This design comes from an exercise in tuning for small area, a short achievable clock period and few clock cycles per item on the open sky130 flow, not from production work.
At most, simulation tests tie the RTL to the original design; equivalence was not proved.

Setup of main:
## dot_product
module dot_product #(
  parameter ADDR_WIDTH = 5,
  parameter WIDTH = 32
) (
  input clk,
  input rst,
  input [ADDR_WIDTH:0] len,
  input [WIDTH-1:0] a_data,
  input a_valid,
  output reg a_ready,
  input [WIDTH-1:0] b_data,
  input b_valid,
  output reg b_ready,
  output [WIDTH-1:0] c_data,
  output reg c_valid,
  input c_ready
);
reg [WIDTH-1:0] a_r;
reg a_full, b_full;
reg [ADDR_WIDTH:0] len_r;
reg [ADDR_WIDTH:0] n;
reg m_v, m_first, m_last;
reg [WIDTH-1:0] acc;
wire a_en = !a_full || b_full;
wire b_en = !b_full || a_full;
wire a_fire = a_valid && a_en;
wire b_fire = b_valid && b_en;
wire pair = a_full && b_full;
wire last = n == len_r - 1'b1;
wire a_full_nx = a_fire || (a_full && !pair);
wire b_full_nx = b_fire || (b_full && !pair);
assign c_data = acc;
always @(posedge clk) if (a_en) a_r <= a_data;
reg [15:0] b_one, b_two, b_neg;
wire [32:0] bx = {b_data, 1'b0};
wire [15:0] e_one, e_two, e_neg;
genvar gi;
generate for (gi = 0; gi < 16; gi = gi + 1) begin : benc
  assign e_one[gi] = bx[2*gi+1] ^ bx[2*gi];
  assign e_two[gi] = (bx[2*gi+2] & ~bx[2*gi+1] & ~bx[2*gi]) | (~bx[2*gi+2] & bx[2*gi+1] & bx[2*gi]);
  assign e_neg[gi] = bx[2*gi+2];
end endgenerate
always @(posedge clk) if (b_en) begin
  b_one <= e_one; b_two <= e_two; b_neg <= e_neg;
end
wire pp0_0 = (b_one[0] & a_r[0]) ^ b_neg[0];
wire pp0_1 = ((b_one[0] & a_r[1]) | (b_two[0] & a_r[0])) ^ b_neg[0];
wire pp0_2 = ((b_one[0] & a_r[2]) | (b_two[0] & a_r[1])) ^ b_neg[0];
wire pp0_3 = ((b_one[0] & a_r[3]) | (b_two[0] & a_r[2])) ^ b_neg[0];
wire pp0_4 = ((b_one[0] & a_r[4]) | (b_two[0] & a_r[3])) ^ b_neg[0];
wire pp0_5 = ((b_one[0] & a_r[5]) | (b_two[0] & a_r[4])) ^ b_neg[0];
wire pp0_6 = ((b_one[0] & a_r[6]) | (b_two[0] & a_r[5])) ^ b_neg[0];
wire pp0_7 = ((b_one[0] & a_r[7]) | (b_two[0] & a_r[6])) ^ b_neg[0];
wire pp0_8 = ((b_one[0] & a_r[8]) | (b_two[0] & a_r[7])) ^ b_neg[0];
wire pp0_9 = ((b_one[0] & a_r[9]) | (b_two[0] & a_r[8])) ^ b_neg[0];
  ...
clock: 10.0 ns
lec_check: 0
cap_margin: 20
core_margin: 2
core_utilization: 40
place_density: 0.6
slew_margin: 20
standard.sh (not shown) runs the stock make flow with config.mk's settings and CLKGATE_MAP_FILE= SYNTH_SCRIPT=/design/flow/synth_recipe.tcl, a recipe that flattens the netlist after the stock synthesis.
==> flow/flow/run.sh <==
#!/bin/bash
# Own layout flow: the standard layout (standard synthesis, floorplan,
# placement, CTS, routing) run through standard.sh, with extra make settings
# read from flow/make_args.txt (one VAR=value per line). They set how hard
# timing repair works (a setup slack margin, so that repair keeps shortening
# the critical paths after the 10 ns clock is met) and which buffer cell
# buffers the ports. The design's clock and I/O constraints are unchanged.
# make's full output goes to flow_make.log here; each ORFS step also keeps
# its own log under orfs/logs/.
set -euo pipefail
cd "$(dirname "$0")/.."
args=()
while IFS= read -r line || [[ -n "$line" ]]; do
  [[ -z "$line" || "$line" == \#* ]] && continue
  args+=("$line")
done < flow/make_args.txt
bash standard.sh "${args[@]}" finish > flow_make.log 2>&1
==> flow/flow/make_args.txt <==
SETUP_SLACK_MARGIN=6.6
BUFFER_PORTS_ARGS=-buffer_cell sky130_fd_sc_hd__buf_2
Modified inputs, the feature branch compared to main
diff --git a/flow/design.v b/flow/design.v
--- a/flow/design.v
+++ b/flow/design.v
@@ -1278,13 +1278,13 @@
   m_31_10 <= xo535;
   m_31_11 <= xc540;
   m_31_12 <= xo541;
   m_31_13 <= xc546;
   m_31_14 <= xc548;
 end
-wire [WIDTH-1:0] accg = m_first ? {WIDTH{1'b0}} : acc;
+wire [WIDTH-1:0] accg = acc;
 wire ys564;
 wire yc565;
 assign ys564 = m_0_0 ^ m_0_1;
 assign yc565 = m_0_0 & m_0_1;
 wire ys566;
 wire yc567;
@@ -1551,9 +1551,10 @@
     m_v <= pair;
     m_first <= pair && n == 0;
     m_last <= pair && last;
     if (c_valid && c_ready) c_valid <= 1'b0;
     else if (m_v && m_last) c_valid <= 1'b1;
   end
-  if (m_v) acc <= acc_nx;
+  if (rst || (c_valid && c_ready)) acc <= 0;
+  else if (m_v) acc <= acc_nx;
 end
 endmodule
--- outcome ---
- Number of rows created at floorplan came out exactly the same in main and the feature branch.
- Of the two values seen for first element of the critical path, m_3_0 was produced by the feature branch and m_first by main.
- The synthesized area of the feature branch falls short of that of main by 0.91%.
- [compare] base=main new=the feature branch: overall die height decreased 1.0 microns, setup slack increased 0.14 ns.
- Summary of the feature branch over main: final cell count without fillers shows no meaningful change, final wirelength shows a reduction of 0.86%.
- Sort main and the feature branch by via total after detailed routing desc -> top: the feature branch
- Of main and the feature branch, the feature branch shows the higher final-layout clock buffer total, with main below it.
- Hold violation count in the final report came out exactly the same in main and the feature branch.
Testbench counts of the feature branch, summed over its fixed seeds: cycles 10,109, items 512.
No functional check of the RTL was part of main.

==> afterwards: timing with drivers on the ports <==
In the flow no input, the clock included, has a driving cell. The finished layouts below were timed again as built, in two steps. Step 1 (the two cells are an assumption about what drives the block):
set clk [get_ports {clk}]
set_driving_cell -lib_cell sky130_fd_sc_hd__clkbuf_16 $clk
set_driving_cell -lib_cell sky130_fd_sc_hd__buf_2 [delete_from_list [all_inputs] $clk]
Step 2 times the ports against the registers' clock, not the clock port: input delays grow and output delays shrink by t, the midpoint of the rising clock arrivals with the driver on. Slacks: ideal / step 1 / step 2; pairs: ideal / step 1.
run | t (ns) | setup WS [ns] | worst hold slack (ns) | worst register clock-pin slew, ns | pins driven straight from the clock port
main | 0.615 | 6.498 / 6.498 / 6.498 | 0.528 / 0.528 / 0.528 | 0.07 / 0.07 | 1
the feature branch | 0.622 | 6.642 / 6.642 / 6.261 | 0.478 / 0.478 / 0.478 | 0.07 / 0.07 | 1
After both steps every run listed still meets setup and hold. For the feature branch, which loses most, drivers alone change the setup slack by 0.000 ns; drivers and shift together by -0.381 ns.
